From an optimization exercise on the open Yosys and OpenROAD flow, aimed at small area; shortcuts taken in it are not production practice. Only simulation tests tie the RTL to the original design; equivalence was not proved. The flow treats the clock pin as an ideal source, which a real chip does not have. Power figures rest on the tool's default switching activity, not on a simulated workload.

==> flow/design.v <==
`timescale 1ns / 1ps
module ppu(
	input wire clk,
	input wire rst,
	input wire sync,
	input wire [2:0] mode,
	input wire [7:0] data_i,
	input wire stb_i,
	output reg ack_i,
	output reg [7:0] data_o,
	output reg stb_o,
	input wire ack_o
);
function [11:0] radd;
	input [11:0] a;
	input [11:0] b;
	input        c;
	integer i;
	reg cy;
	begin
		cy = c;
		for (i = 0; i < 12; i = i + 1) begin
			radd[i] = a[i] ^ b[i] ^ cy;
			cy = (a[i] & b[i]) | (cy & (a[i] ^ b[i]));
		end
	end
endfunction
function [7:0] res79;
	input [11:0] x;
	reg [11:0] s, p, q;
	begin
		s = radd({6'b0, x[5:0]}, {6'b0, x[11:6]}, 1'b0);
		p = radd({9'b0, s[2:0]}, {9'b0, s[5:3]}, s[6]);
		q = radd({9'b0, s[2:0]}, {9'b0, ~s[5:3]}, s[6]);
		res79 = {q[3:0], p[3:0]};
	end
endfunction
function odd11;
	input [10:0] x;
	reg [11:0] e;
	reg k;
	begin
		e = radd({7'b0, x[4:0]}, {7'b0, ~x[9:5]}, x[10]);
		k = (e[5:0] >= 6'd9 && e[5:0] <= 6'd19) || (e[5:0] >= 6'd31 && e[5:0] <= 6'd41) || (e[5:0] >= 6'd53);
		odd11 = e[0] ^ k;
	end
endfunction
reg [19:0] ring_line;
reg [9:0] sx;
reg [9:0] sy;
reg frame_alternate;
reg frame_rise;       
reg frame_counter;
reg [9:0] pattern_counter;
wire sx_end = sx[9] & sx[8] & (&sx[4:0]);    
wire sy_end = sy[9] & sy[3] & sy[2];         
always @(posedge clk or negedge rst) begin
	if (!rst) begin
		sx <= 0;
		sy <= 0;
		frame_alternate <= 0;
		frame_rise <= 0;
	end else begin
		frame_rise <= !sync & sx_end & sy_end & !frame_alternate;
		if (sync) begin
			sx <= 0;
			sy <= 0;
			frame_alternate <= 0;
		end else if (sx_end) begin
			sx <= 0;
			if (sy_end) begin
				sy <= 0;
				frame_alternate <= ~frame_alternate;
			end else begin
				sy <= radd({2'b0, sy}, 12'b0, 1'b1);
			end
		end else begin
			sx <= radd({2'b0, sx}, 12'b0, 1'b1);
		end
	end
end
always @(posedge clk or negedge rst) begin
	if (!rst) begin
		frame_counter <= 0;
		pattern_counter <= 0;
	end else begin
		if (frame_rise)
			frame_counter <= ~frame_counter;
		if (sync)
			pattern_counter <= ring_line[19:10];
		else if (frame_rise & frame_counter)
			pattern_counter <= radd({2'b0, pattern_counter}, 12'b0, 1'b1);
	end
end
always @(posedge clk or negedge rst) begin
	if (!rst) begin
		ring_line <= 20'b0;
		ack_i <= 1'b0;
	end else begin
		ack_i <= stb_i;
		if (stb_i)
			ring_line <= {ring_line[11:0], data_i};
	end
end
wire [9:0] pc = pattern_counter;
wire m1 = (mode == 3'd1);
wire m3 = (mode == 3'd3);
wire m4 = (mode == 3'd4);
wire m5 = (mode == 3'd5);
reg [11:0] ysel, pca, xsel;
always @(*) begin
	case (mode[2:1])
		2'b00: ysel = {2'b0, sy};             
		2'b01: ysel = {3'b0, sy[9:1]};        
		default: ysel = mode[0] ? {5'b0, sy[9:3]} : {4'b0, sy[9:2]};  
	endcase
	pca  = m5 ? {4'b0, pc[9:2]} : {2'b0, pc};
	case (mode[2:1])
		2'b00: xsel = {2'b0, sx};             
		2'b01: xsel = {3'b0, sx[9:1]};        
		default: xsel = mode[0] ? {5'b0, sx[9:3]} : {3'b0, sy[9:1]};  
	endcase
end
wire [11:0] ay_f = radd(ysel, pca, 1'b0);
wire [11:0] ax_f = radd(xsel, {2'b0, pc & {10{~m5}}}, 1'b0);
wire [11:0] ky = {10'b0, mode[1], 1'b1};              
wire [11:0] kx = {10'b0, mode[1], ~m5};               
wire [11:0] ay = {1'b0, ay_f[10:0]};
wire [11:0] ax = {1'b0, ax_f[10:0]};
wire [11:0] by_f = radd(ay, ky, 1'b0);
wire [11:0] bx_f = radd(ax, kx, 1'b0);
wire [11:0] by = {1'b0, by_f[10:0]};
wire [11:0] bx = {1'b0, bx_f[10:0]};
wire [11:0] sx2 = {4'b0, sx[9:2]};
wire [11:0] op1 = ay ^ (m4 ? sx2 : ax);
function [10:0] flips;
	input [10:0] a;
	input [1:0]  k;
	integer i;
	reg c;
	begin
		flips[0] = k[0];
		c = a[0] & k[0];
		flips[1] = k[1] ^ c;
		c = (a[1] & k[1]) | (c & (a[1] ^ k[1]));
		for (i = 2; i < 11; i = i + 1) begin
			flips[i] = c;
			c = c & a[i];
		end
	end
endfunction
wire [10:0] op2f = op1[10:0] ^ flips(ay[10:0], ky[1:0]) ^ flips(ax[10:0], kx[1:0]);
wire [11:0] op2 = m4 ? ({ax[10:0], sy[0]} ^ {2'b0, sx}) : {1'b0, op2f};
wire [7:0]  op3 = sy[9:2] ^ sx[9:2];
wire [7:0] q1 = res79(op1);
wire [7:0] q2 = res79(op2);
wire [7:0] q3 = res79({4'b0, op3});
function z7;    
	input [3:0] t;
	z7 = (t == 0) | (t == 7) | (t == 14);
endfunction
function lo7;   
	input [3:0] t;
	lo7 = (t == 0) | (t == 7) | (t == 14) | (t == 1) | (t == 8) | (t == 15);
endfunction
function odd7;  
	input [3:0] t;
	odd7 = (t == 1) | (t == 3) | (t == 5) | (t == 8) | (t == 10) | (t == 12) | (t == 15);
endfunction
function z9;    
	input [3:0] t;
	z9 = (t == 7);
endfunction
function lo9;   
	input [3:0] t;
	lo9 = (t == 7) | (t == 8);
endfunction
wire lo1_1 = lo7(q1[3:0]) & lo9(q1[7:4]);
wire lo1_2 = lo7(q2[3:0]) & lo9(q2[7:4]);
wire fu = odd7(q1[3:0]) | odd11(op1[10:0]);
wire fv = odd7(q2[3:0]) | odd11(op2[10:0]);
reg [2:0] random_pattern;   
reg pixel_pattern_r, pixel_pattern_g, pixel_pattern_b;
wire slot = ~stb_o;   
always @(posedge clk or negedge rst) begin
	if (!rst) begin
		data_o <= 0;
		stb_o <= 0;
		random_pattern <= 0;
		pixel_pattern_r <= 0;
		pixel_pattern_g <= 0;
		pixel_pattern_b <= 0;
	end else if (slot) begin
		stb_o <= 1'b1;
		case (mode)
			3'd0: data_o <= data_i;
			3'd1: data_o[7:2] <= {{2{lo1_1}}, {2{~lo1_1}}, {2{lo1_2}}};
			3'd2: data_o[7:1] <= {{2{sx[5]}}, {2{sx[6]}}, {2{sx[7]}}, 1'b0};
			3'd3: begin
				random_pattern <= {ring_line[4], ring_line[2], ring_line[0]};
				pixel_pattern_r <= fu ^ random_pattern[0];
				pixel_pattern_g <= fu ^ random_pattern[1];
				pixel_pattern_b <= fv ^ random_pattern[2];
				data_o <= {{2{pixel_pattern_r}}, {2{pixel_pattern_g}},
				           {2{pixel_pattern_b}}, 2'b00};
			end
			3'd4: data_o <= {{2{z7(q1[3:0])}}, {2{z7(q2[3:0])}}, {2{z7(q3[3:0])}}, 2'b00};
			3'd5: data_o <= z9(q2[7:4]) ? 8'b01010100 : (z9(q1[7:4]) ? 8'b11100100 : 8'b00000000);
			default: ;
		endcase
	end else if (ack_o) begin
		stb_o <= 1'b0;
	end
end
endmodule
==> flow/flow/run.sh <==
#!/bin/bash
# Standard ORFS layout (standard.sh) with these changes:
#  - after the standard synthesis, the combinational logic is mapped again with
#    a stronger ABC area script (flow/reopt.sh, flow/reopt.abc, which
#    includes a 60-second &deepsyn run); flip-flops and full adders are
#    kept as they are, and the result is proven equivalent with yosys (equiv_*)
#    before it replaces the standard netlist;
#  - port buffers use the smallest buffer cell (buf_1);
#  - before clock tree synthesis, flow/clock_buffer.tcl drives the flip-flops
#    from six clkbuf_8 (2 x 3 groups of the sinks by position); CTS then only
#    buffers the clock port's net to those six buffers, with no dummy loads.
# Each tool's output goes to its own log file in this folder.
set -euo pipefail
export BUFFER_PORTS_ARGS="-buffer_cell sky130_fd_sc_hd__buf_1"
export CTS_ARGS="-clk_nets clk -repair_clock_nets -dont_use_dummy_load -buf_list sky130_fd_sc_hd__clkbuf_2"
export PRE_CTS_TCL="$PWD/flow/clock_buffer.tcl"
R=orfs/results/${FLOW_PLATFORM}/ppu/base
bash standard.sh synth > standard_synth.log 2>&1
cp $R/1_2_yosys.v standard_1_2_yosys.v
if bash flow/reopt.sh standard_1_2_yosys.v reopt_1_2_yosys.v reopt; then
  cp reopt_1_2_yosys.v $R/1_2_yosys.v
  echo "reopt: using re-mapped netlist" > reopt_status.log
else
  echo "reopt: failed, keeping the standard netlist" > reopt_status.log
fi
bash standard.sh > standard.log 2>&1
==> flow/flow/clock_buffer.tcl <==
# Before clock tree synthesis: split the clock sinks into NX x NY groups by
# position (columns by x, then rows by y within each column) and drive each
# group from its own clkbuf_8 placed at the group's centre.
set nx 2
set ny 3
set block [ord::get_db_block]
set db [ord::get_db]
set master [$db findMaster sky130_fd_sc_hd__clkbuf_8]
set clknet [$block findNet clk]
set sinks {}
foreach it [$clknet getITerms] {
  set loc [[$it getInst] getLocation]
  lappend sinks [list [lindex $loc 0] [lindex $loc 1] $it]
}
set sinks [lsort -integer -index 0 $sinks]
set n [llength $sinks]
set groups {}
for {set i 0} {$i < $nx} {incr i} {
  set col [lrange $sinks [expr {$i * $n / $nx}] [expr {($i + 1) * $n / $nx - 1}]]
  set col [lsort -integer -index 1 $col]
  set m [llength $col]
  for {set j 0} {$j < $ny} {incr j} {
    lappend groups [lrange $col [expr {$j * $m / $ny}] [expr {($j + 1) * $m / $ny - 1}]]
  }
}
set g 0
foreach grp $groups {
  set net [odb::dbNet_create $block clknet_g$g]
  $net setSigType CLOCK
  set buf [odb::dbInst_create $block $master clkbuf_g$g]
  set sx 0; set sy 0; set k 0
  foreach s $grp {
    set sx [expr {$sx + [lindex $s 0]}]
    set sy [expr {$sy + [lindex $s 1]}]
    incr k
    set it [lindex $s 2]
    $it disconnect
    $it connect $net
  }
  [$buf findITerm A] connect $clknet
  [$buf findITerm X] connect $net
  $buf setLocation [expr {$sx / $k}] [expr {$sy / $k}]
  $buf setPlacementStatus PLACED
  puts "clock_buffer.tcl: clkbuf_g$g drives $k clock sinks"
  incr g
}
==> flow/flow/dont_use.txt <==
sky130_fd_sc_hd__lpflow_bleeder_1
sky130_fd_sc_hd__lpflow_clkbufkapwr_1
sky130_fd_sc_hd__lpflow_clkbufkapwr_16
sky130_fd_sc_hd__lpflow_clkbufkapwr_2
sky130_fd_sc_hd__lpflow_clkbufkapwr_4
sky130_fd_sc_hd__lpflow_clkbufkapwr_8
sky130_fd_sc_hd__lpflow_clkinvkapwr_1
sky130_fd_sc_hd__lpflow_clkinvkapwr_16
sky130_fd_sc_hd__lpflow_clkinvkapwr_2
sky130_fd_sc_hd__lpflow_clkinvkapwr_4
sky130_fd_sc_hd__lpflow_clkinvkapwr_8
sky130_fd_sc_hd__lpflow_decapkapwr_12
sky130_fd_sc_hd__lpflow_decapkapwr_3
sky130_fd_sc_hd__lpflow_decapkapwr_4
sky130_fd_sc_hd__lpflow_decapkapwr_6
sky130_fd_sc_hd__lpflow_decapkapwr_8
sky130_fd_sc_hd__lpflow_inputiso0n_1
sky130_fd_sc_hd__lpflow_inputiso0p_1
sky130_fd_sc_hd__lpflow_inputiso1n_1
sky130_fd_sc_hd__lpflow_inputiso1p_1
sky130_fd_sc_hd__lpflow_inputisolatch_1
sky130_fd_sc_hd__lpflow_isobufsrc_1
sky130_fd_sc_hd__lpflow_isobufsrc_16
sky130_fd_sc_hd__lpflow_isobufsrc_2
sky130_fd_sc_hd__lpflow_isobufsrc_4
sky130_fd_sc_hd__lpflow_isobufsrc_8
sky130_fd_sc_hd__lpflow_isobufsrckapwr_16
sky130_fd_sc_hd__lpflow_lsbuf_lh_hl_isowell_tap_1
sky130_fd_sc_hd__lpflow_lsbuf_lh_hl_isowell_tap_2
sky130_fd_sc_hd__lpflow_lsbuf_lh_hl_isowell_tap_4
sky130_fd_sc_hd__lpflow_lsbuf_lh_isowell_4
sky130_fd_sc_hd__lpflow_lsbuf_lh_isowell_tap_1
sky130_fd_sc_hd__lpflow_lsbuf_lh_isowell_tap_2
sky130_fd_sc_hd__lpflow_lsbuf_lh_isowell_tap_4
sky130_fd_sc_hd__probe_p_8
sky130_fd_sc_hd__probec_p_8
==> flow/flow/reopt.abc <==
strash
dch -f
map -a
mfs2
strash
&get -n
&deepsyn -T 60
&put
dch -f
map -a
mfs2
strash
dch -f
map -a
mfs2
strash
dch -f
map -a
topo
==> flow/flow/reopt.sh <==
#!/bin/bash
# reopt.sh IN OUT LOGPREFIX : re-map the combinational logic of netlist IN into OUT,
# keeping flip-flops and full adders; then prove OUT equivalent to IN.
set -uo pipefail
IN=$1; OUT=$2; LOGP=$3
HERE=$(cd "$(dirname "$0")" && pwd)
LIB=$FLOW_HOME/platforms/sky130hd/lib/sky130_fd_sc_hd__tt_025C_1v80.lib
YOSYS=yosys
[ -x "$FLOW_HOME/../tools/install/yosys/bin/yosys" ] && YOSYS=$FLOW_HOME/../tools/install/yosys/bin/yosys
TOP=${FLOW_TOP:-ppu}
KEEP=$(grep -o 'sky130_fd_sc_hd__[a-z0-9_]*' "$IN" | sort -u | grep -E '__(df|sdf|edf|dl|fa_)' | tr '\n' ' ')
DU=$(sed 's/^/-dont_use /' "$HERE/dont_use.txt" | tr '\n' ' ')
cat > ${LOGP}_reopt.ys <<EOY
read_liberty -ignore_miss_func $LIB
read_verilog $IN
hierarchy -top $TOP
setattr -mod -set keep_hierarchy 1 $KEEP
flatten
opt_clean -purge
abc -liberty $LIB $DU -script $HERE/reopt.abc
opt_clean -purge
hilomap -singleton -hicell sky130_fd_sc_hd__conb_1 HI -locell sky130_fd_sc_hd__conb_1 LO
insbuf -buf sky130_fd_sc_hd__buf_1 A X
splitnets
opt_clean -purge
rename -enumerate -pattern ro_%
select $TOP
stat -liberty $LIB
write_verilog -noattr -noexpr -nohex -nodec -selected $OUT
EOY
$YOSYS -s ${LOGP}_reopt.ys > ${LOGP}_yosys.log 2>&1 || return 1 2>/dev/null || exit 1
cat > ${LOGP}_equiv.ys <<EOY
read_liberty -ignore_miss_func $LIB
blackbox $KEEP
read_verilog $IN
rename $TOP gold
read_verilog $OUT
rename $TOP gate
flatten
rename -hide w:_* w:ro_* w:flip*
rename -hide c:ro_* c:flip*
opt_clean -purge
equiv_make gold gate equiv
hierarchy -top equiv
equiv_simple
equiv_status -assert
EOY
$YOSYS -s ${LOGP}_equiv.ys > ${LOGP}_equiv.log 2>&1
==> flow/standard.sh <==
#!/bin/bash
# synth_recipe.tcl (not shown) runs the flow's synth.tcl, then flattens the netlist and writes it again
# the make line also repeats each setting of config.mk as NAME=value (left out here)
make -C /OpenROAD-flow-scripts/flow DESIGN_CONFIG=/design/flow/config.mk WORK_HOME=/design/flow/orfs CLKGATE_MAP_FILE= SYNTH_SCRIPT=/design/flow/synth_recipe.tcl "${@:-finish}"
==> flow/config.mk <==
export PLATFORM = sky130hd
export DESIGN_NAME = ppu
export DESIGN_NICKNAME = ppu
export VERILOG_FILES = /design/flow/design.v
export SDC_FILE = /design/flow/constraint.sdc
export NUM_CORES = 4
export LEC_CHECK = 0
export ABC_AREA = 1
export CAP_MARGIN = 20
export CORE_MARGIN = 2
export CORE_UTILIZATION = 40
export SLEW_MARGIN = 20
==> flow/constraint.sdc <==
create_clock -name core_clock -period 40.0 [get_ports {clk}]
set_input_delay 8.0000 -clock core_clock [delete_from_list [all_inputs] [get_ports {clk}]]
set_output_delay 8.0000 -clock core_clock [all_outputs]
set_load 0.01 [all_outputs]
==> notes.md <==
## metal layers
| metal | part of all wire [%] | track usage (%) | vias to the layer above |
|---|---|---|---|
| met5 | 0 | 0 | - |
| met4 | 3.0 | 8.38 | 0 |
| met3 | 4.0 | 2.35 | 33 |
| met2 | 47 | 34.8 | 113 |
| met1 | 46 | 29.0 | 2387 |
| li1 | - | - | 2356 |
## state kept, by name, summed over array words and instances, names as in the netlist
| register | flops |
|---|---|
| sy | 10 |
| frame_counter | 1 |
| pattern_counter | 10 |
| ack_i | 1 |
| pixel_pattern_r | 1 |
| sx | 10 |
| frame_rise | 1 |
| random_pattern | 3 |
| frame_alternate | 1 |
| ring_line | 20 |
| data_o | 8 |
| stb_o | 1 |
| pixel_pattern_b | 1 |
| pixel_pattern_g | 1 |
## cell type report, clock buffers not listed
class / count / area, µm²
buffer: 6 / 82.6
fill: 1421 / 7760
inverter: 125 / 469
multi-input combinational: 514 / 3480
sequential: 69 / 1730
tap: 180 / 225
timing repair buffer: 29 / 125
## worst max-delay path by stage
stage	cells past startpoint	from	slack, ns	endpoint
2_1_floorplan	41	mode[0]	22.92	data_o[4]$_DFFE_PN0P_
3_3_place_gp	40	mode[2]	21.58	data_o[2]$_DFFE_PN0P_
3_5_place_dp	40	mode[2]	21.23	data_o[2]$_DFFE_PN0P_
4_1_cts	40	mode[2]	21.82	data_o[2]$_DFFE_PN0P_
5_1_grt	40	mode[2]	20.98	data_o[2]$_DFFE_PN0P_
6_report	40	mode[2]	21.71	data_o[2]$_DFFE_PN0P_
## critical path: cells and delay by family
family	cells	cell delay, ns
adders and majority gates	14	5.17
buffers and inverters	11	1.76
and+or+nand+nor	6	1.65
AOI/OAI and AO/OA	6	1.32
xor gates and xnor gates	3	0.81
## where the power goes
part,internal (mW),total [mW],switching [mW]
clock,0.0153,0.0393,0.0240
sequential,0.0792,0.0853,0.00612
combinational,0.164,0.427,0.263
total,0.259,0.552,0.293
==> flow_summary.toml <==
[run_status]
status = "no timing/DRC/antenna violations"

[placement]
io_buffers = 25
dp_hpwl_um = 12400
dp.cells = 917
place.gp.congestion = 1.00
placed_area_um2 = 6030
pre_cts_ws_ns = 21.23

[detailed_routing]
firstDrtPassIters = 5
num_vias = 4889
drt_iter0_drc = 323
wire_per_inst_um = 16.6
drc = 0
wl_um = 15400
vias_per_cell = 5.28
drtAntennaViolNets = 0

[setup_path]
slowest_stage = "nor2_1"
worstSetupEndpointType = "register"
crit_type = "input pin to register"
worstReg2RegStart = "sy[3]$_DFFE_PN0P_"
worstPathMaxFanout = 11
worst-r2r-cell-count = 36
worstPathArrival_ns = 18.74
slowest_delay_ns = 0.58
r2r-end = "data_o[2]$_DFFE_PN0P_"
cpMostUsedCell = "fa_1"
r2r_slack_ns = 31.07
cp-start-kind = "input pin"
cp_data_required_time_ns = 40.44

[floorplanning]
rows = 43
die_x_um = 123
core-area_um2 = 13900
die-area_um2 = 15200
die_h_um = 123
initial_core_util_pct = 41.1
pin_count = 26

[layout]
drive_gt1_share_pct = 3.08
layout_commonest_cell = "clkinv_1"
fin_util_pct = 44.1
final_cells = 926
n_antenna_cell = 0
fin_nets = 817
area_growth_pct = 7.32
most-common-layout-cells = "clkinv_1 (125), nor2_1 (122), nand2_1 (86)"
final_area_um2 = 6120

[sta]
rsz0062_at_grt = "no"
worst_pin_slew_ns = 0.880
whs_ns = 0.496
drv_slew = 0
fin_crit_ns = 18.30
worst_slew_margin_rel_pct = 41.3
setup-violations-final = 0
finalWorstSetupSlack_ns = 21.71
fin_crit_sh_pct = 45.7
worst_clock_skew_ns = 0.0281
max_freq_ghz = 0.0547
fin_tns_setup_ns = 0
finalHoldViolations = 0

[global_routing]
grt_pass1_vias = 4919
grt_pass1_wl_um = 24900
grt_overflow_total = 0
antenna_found_initial = 0
grt_max_degree = 70
grt_usage_pct = 21.3

[power]
ir_drop_uv = 46.9
p_per_area_nw_per_um2 = 90.2
p_total_mw = 0.552
p_leak_nw = 2.35

[worst_hold_path]
whs_path_depth = 1
min_to = "sx[0]$_DFF_PN0_"
min_from = "sx[0]$_DFF_PN0_"
worstHoldPathType = "register to register"

[cts]
clk-insertion-delay-late_ns = 0.55
post-cts-setup-buffers = 0
cts_tree = "yes"
path_clk_slew_ns = 0.10
numCtsBuffers = 3
cts_resized = 0
hold_buffers = 0

[synthesis]
avgSynthCellArea_um2 = 7.97
synth_nets = 785
netlist_instances = 716
ys_warn_count = 1
syn_area_um2 = 5710

[flow_run]
maxCapViolCount = 0

==> afterwards: timing with drivers on the ports <==
In the flow no input, the clock included, has a driving cell. The finished layout below was timed again as built, in two steps.
Step 1: set_driving_cell puts a clkbuf_16 on clk and a buf_2 on each other input, an assumption about the parent block.
Step 2 times the ports against the registers' clock, not the clock port: input delays grow and output delays shrink by t, the midpoint of the rising clock arrivals with the driver on.
Three values: ideal ports, drivers, drivers and shift; two values: the first two.
t, ns: 0.566
setup WS [ns]: 21.705 / 21.710 / 21.144
worst hold slack (ns): 0.496 / 0.496 / 0.496
After both steps setup and hold are still met in this run. For this run, drivers alone change the setup slack by +0.005 ns; drivers and shift together by -0.561 ns.
